What follows belongs to an exercise in optimizing a design on an open flow for small area; a production flow would make more cautious choices. In this exercise RTL edits were held to simulation tests only and were not proved equivalent to the original.

`flow/config.mk`:
```
export PLATFORM = sky130hd
export DESIGN_NAME = segdisplay
export DESIGN_NICKNAME = segdisplay
export VERILOG_FILES = /design/flow/design.v
export SDC_FILE = /design/flow/constraint.sdc
export NUM_CORES = 4
export LEC_CHECK = 0
export CAP_MARGIN = 20
export CORE_MARGIN = 2
export CORE_UTILIZATION = 40
export SLEW_MARGIN = 20
```
`flow/constraint.sdc`:
```
create_clock -name core_clock -period 100.0 [get_ports {myclk}]
set_input_delay 20.0000 -clock core_clock [delete_from_list [all_inputs] [get_ports {myclk}]]
set_output_delay 20.0000 -clock core_clock [all_outputs]
set_load 0.01 [all_outputs]
```
`flow/run.sh`:
```
#!/bin/bash
# synth_recipe.tcl (not shown) runs the flow's synth.tcl, then flattens the netlist and writes it again
# the make line also repeats each setting of config.mk as NAME=value (left out here)
make -C /OpenROAD-flow-scripts/flow DESIGN_CONFIG=/design/flow/config.mk WORK_HOME=/design/flow/orfs CLKGATE_MAP_FILE= SYNTH_SCRIPT=/design/flow/synth_recipe.tcl finish
```
`flow/design.v`:
```
`timescale 1ns / 1ps
module segdisplay(
    input [13:0] nb,
    input myclk,
    input rst,
	 output [7:0] seg,
	 output [3:0] an
    );
	 reg [1:0] muxcnt;
	 reg [3:0] anReg;
	 reg [7:0] SegReg;
	 reg [7:0] snb;
	always @(posedge myclk) 
	if(rst) begin
		muxcnt <= 2'b00;
	end
	else if(muxcnt == 2'b11) begin
		muxcnt <= 2'b00;
	end
	else begin
		muxcnt <= muxcnt + 1'b1;
	end
	always @(posedge myclk)	
	if(rst) begin
		anReg<=4'b1111;
		snb<=8'b11111111;
	end
	else
	case(muxcnt)
	2'b00 : begin
		anReg<=4'b0111;
		snb<=nb%10;
		end
	2'b01 : begin
		anReg<=4'b1110;
		snb<=(nb/10)%10;
		end
	2'b10 : begin
		anReg<=4'b1101;
		snb<=(nb/100)%10;
		end
	2'b11 : begin
		anReg<=4'b1011;
		snb<=(nb/1000)%10;
		end
		endcase
	always @(posedge myclk) 
	if(rst)
		SegReg <= 8'b11111111;
	else
   case (snb)
      4'b0000 : begin
						SegReg <= 8'b00000011;
               end
      4'b0001 : begin
                  SegReg <= 8'b10011111;
               end
      4'b0010 : begin
                  SegReg <= 8'b00100101;
               end
      4'b0011 : begin
                  SegReg <= 8'b00001101;
               end
      4'b0100 : begin
                  SegReg <= 8'b10011001; 
               end
      4'b0101 : begin
                  SegReg <= 8'b01001001;
               end
      4'b0110 : begin
                  SegReg <= 8'b01000001; 
               end
      4'b0111 : begin
                  SegReg <= 8'b00011111;
               end
      4'b1000 : begin
                  SegReg <= 8'b00000001;
               end
      4'b1001 : begin
                  SegReg <= 8'b00001001;
               end
      4'b1010 : begin
                  SegReg <= 8'b00010001;
               end
      4'b1011 : begin
                  SegReg <= 8'b11000001;
               end
      4'b1100 : begin
                  SegReg <= 8'b01100011;
               end
      4'b1101 : begin
                  SegReg <= 8'b10000101;
               end
      4'b1110 : begin
                  SegReg <= 8'b01100001;
               end
      4'b1111 : begin
                  SegReg <= 8'b01110001;
               end
      default: begin
                  SegReg <= 8'b11111111;
               end
   endcase
assign an = anReg;
assign seg = SegReg;
endmodule
```
==> summary.txt <==
flip-flops by register name (all words and copies together), names as in the netlist:
signal / count
snb: 8
SegReg: 7
muxcnt: 2
anReg: 4
how the worst max path moves through the flow:
stage                     slack, ns  depth (start not counted)   from           endpoint
after floorplan               24.16                        287  nb[2]  snb[5]$_SDFF_PP1_
after global placement        15.66                        258  nb[2]  snb[5]$_SDFF_PP1_
after detailed placement      14.19                        257  nb[2]  snb[5]$_SDFF_PP1_
after CTS                     14.27                        258  nb[2]  snb[5]$_SDFF_PP1_
after global routing           7.81                        262  nb[2]  snb[5]$_SDFF_PP1_
final                         13.64                        255  nb[2]  snb[5]$_SDFF_PP1_
routing by layer:
metal  routed length (um)  vias up  share of wire  GRT usage
li1                     -    13200              -          -
met1                37900    12200           0.50      0.333
met2                33800      620           0.45      0.381
met3                 2860       47          0.038    0.00794
met4                  700        0         0.0093     0.0264
met5                    0        -              0          0
cell families after synthesis:
family | count (synthesis)
other | 2
AO/OA/AOI/OAI | 1216
flip-flops | 21
adder cells (fa/ha/maj) | 235
XOR/XNOR | 227
multiplexers | 103
buffers and inverters | 196
AND/OR/NAND/NOR | 1471
critical path, delay by kind of cell:
family | cells | cell delay [ns]
multiplexers | 4 | 1.52
AO/OA/AOI/OAI | 108 | 25.63
buffers and inverters | 7 | 1.28
adder cells (fa/ha/maj) | 26 | 8.20
AND/OR/NAND/NOR | 109 | 29.51
XOR/XNOR | 1 | 0.28
placed cells by master, fill, tap and decap left out, types with 19 or more instances in the layout:
cell type and count:
nor2_1 400, nand2_1 278, a21oi_1 276, ha_1 230, o21ai_0 194, xnor2_1 158, nor3_1 125, inv_1 91
nand3_1 87, xor2_1 66, a21o_1 65, o21a_1 63, mux2i_1 59, a211oi_1 55, nand2b_1 53, nand4_1 51
and2_1 48, a31oi_1 46, o211ai_1 44, or2_2 42, o31ai_1 36, o21ai_1 32, nor2b_1 31, and3_1 30
or3_1 30, mux2_2 29, clkdlybuf4s50_1 26, a21o_2 22, dfxtp_1 21, o21bai_1 21, nor4_1 20, nor3_2 20
a21boi_0 19, conb_1 19
area by class of cell:
| type | instances | area (um2) | share of cell area |
|---|---|---|---|
| Clock buffer | 4 | 78.8 | 0.00312 |
| Inverter | 95 | 359 | 0.0142 |
| Multi-Input combinational cell | 3271 | 23100 | 0.913 |
| Sequential cell | 21 | 420 | 0.0166 |
| Tap cell | 782 | 978 | 0.0387 |
| Timing Repair Buffer | 40 | 365 | 0.0145 |
per-stage QoR:
step	hold slack (ns)	utilization	setup slack (ns)	cell area (um2)
2_1_floorplan	0.416	-	24.16	24600
3_3_place_gp	0.442	0.417	15.66	25200
3_5_place_dp	0.439	0.417	14.19	25200
4_1_cts	0.461	0.418	14.27	25300
5_1_grt	0.504	0.418	7.81	25300
6_report	0.459	0.418	13.64	25300
==> summary.txt <==
layout cells sized above 1=0.121; Hold Crit Start=snb[5]$_SDFF_PP1_; Die Span X=roughly 250 um; Final Hold Fails=0; RSZ-0062 raised after global routing=false; initial core utilization=0.405; vias in the first global route=around 24000; Placer Congestion=~0.91; top post-synthesis cells by area=ha_1 (12%), nor2_1 (6.1%), xnor2_1 (5.6%); Synth Area in Simple Gates=0.330; WL final=roughly 75 mm; end of the worst hold path=SegReg[4]$_SDFF_PP1_; Post-Synth Adder-Cell Area=0.120; initial DRC count=roughly 2000; vias=26100; antenna cells=0; Synth Area per Inst=7.06 um2; sum of negative setup slack=0 ns; count leader, synth=nor2_1; 1st-pass router iterations=5; slowest stage cell, crit path=or4_1; max cap viols=0; synthesis-to-layout area growth=3.09%; post-synthesis xor/xnor area fraction=0.0820; IO Port Bufs=26; Final min period=about 86 ns; fillcell total=6285; CTS tree=done; Data arrival, critical path=86.51 ns; Clock transition at path regs=0.06 ns; # resized after CTS=0; Crit Reg-Reg Startpoint=muxcnt[0]$_SDFF_PP0_; Crit. End Element=register; CTS buffer count=3; initial antenna violation count=0; Slew @ Worst Pin=0.997 ns; Post-synth EDFFs=0; worst setup path class=in -> reg; Hold Path Class=reg -> reg; R2R Setup Slk=around 26 ns; # clock sinks=21; CTS H-Tree Depth=1; Post-route DRC=0; Post-CTS Setup Inserts=0; async set or reset register ratio after synthesis=0; Die Area=63300 um2; worst path required time=around 100 ns; root buf cell=clkbuf_16; # IOs=28; DRT antenna net count=0; Top FF cell, synth=dfxtp_1; worst hold path depth=1; Final Cycle Share=0.864; largest family of logic cells by synthesized area=compound AO/OA/AOI/OAI gates; reg2reg path depth=around 280; Final Non-Filler Cells=roughly 4200; Clk Latency, worst-skew pair=0.26 ns; hold_buf cts=0; Cells after Synth=around 3500; GR Overflow Total=0; Final Max Slew Viols=0; complex-gate fraction of the synthesized area=0.359; area leader, netlist=ha_1; gr usage total=0.228; Die H=252 um; CP max stage delay=roughly 0.97 ns; DR WL/cell=17.9 um; Final setup viols=0; status=timing/DRC/antenna clean; Core ar.=just over 60000 um2; Rows=90; relative slew slack=0.333; Worst R2R End=snb[5]$_SDFF_PP1_; largest net degree at the start of global routing=41; synth unique cells=around 190; #FFs+latches synth=21; most instantiated cells after synthesis=nor2_1 (400), nand2_1 (279), a21oi_1 (276); first-pass GRT wire length=124 mm; Setup Skew=0.00842 ns; post-synthesis mux area share=0.0474; sequential area share after synthesis=0.0171; Yosys warnings=1; CTS Buffer Depth=2; fmax=approximately 12 MHz; Placed Cells=about 4200; Cell Area, Synth=24500 um2; number of nets in the layout=between 3000 and 4000; CP startpoint kind=input pin; dpl hpwl=between 60 and 70 mm; share of the synthesized area in the top cell type=0.118; CP Max Fanout=20; vias per cell=just over 6

## what the ideal ports hide
Ports are ideal in the flow. The routed layout listed here was re-timed in OpenROAD. Step 1 sets driving cells, clkbuf_16 on the clock port and buf_2 on the other inputs (assumed; they add their load-dependent delay and slew). Step 2 times the ports against the registers' clock, not the clock port: input delays grow and output delays shrink by t, the midpoint of the rising clock arrivals with the driver on. Slacks: ideal ports / drivers / drivers and shift; pairs: ideal ports / drivers.
t, ns: 0.291
setup slack, ns: 13.637 / 13.652 / 13.361
hold slack, ns: 0.459 / 0.459 / 0.459
worst setup path at the end: input to register
cell pins on the clock port's net: 1
After both steps this run still meets setup and hold. The setup slack of this run moves by +0.015 ns with the drivers and by -0.276 ns with both steps.
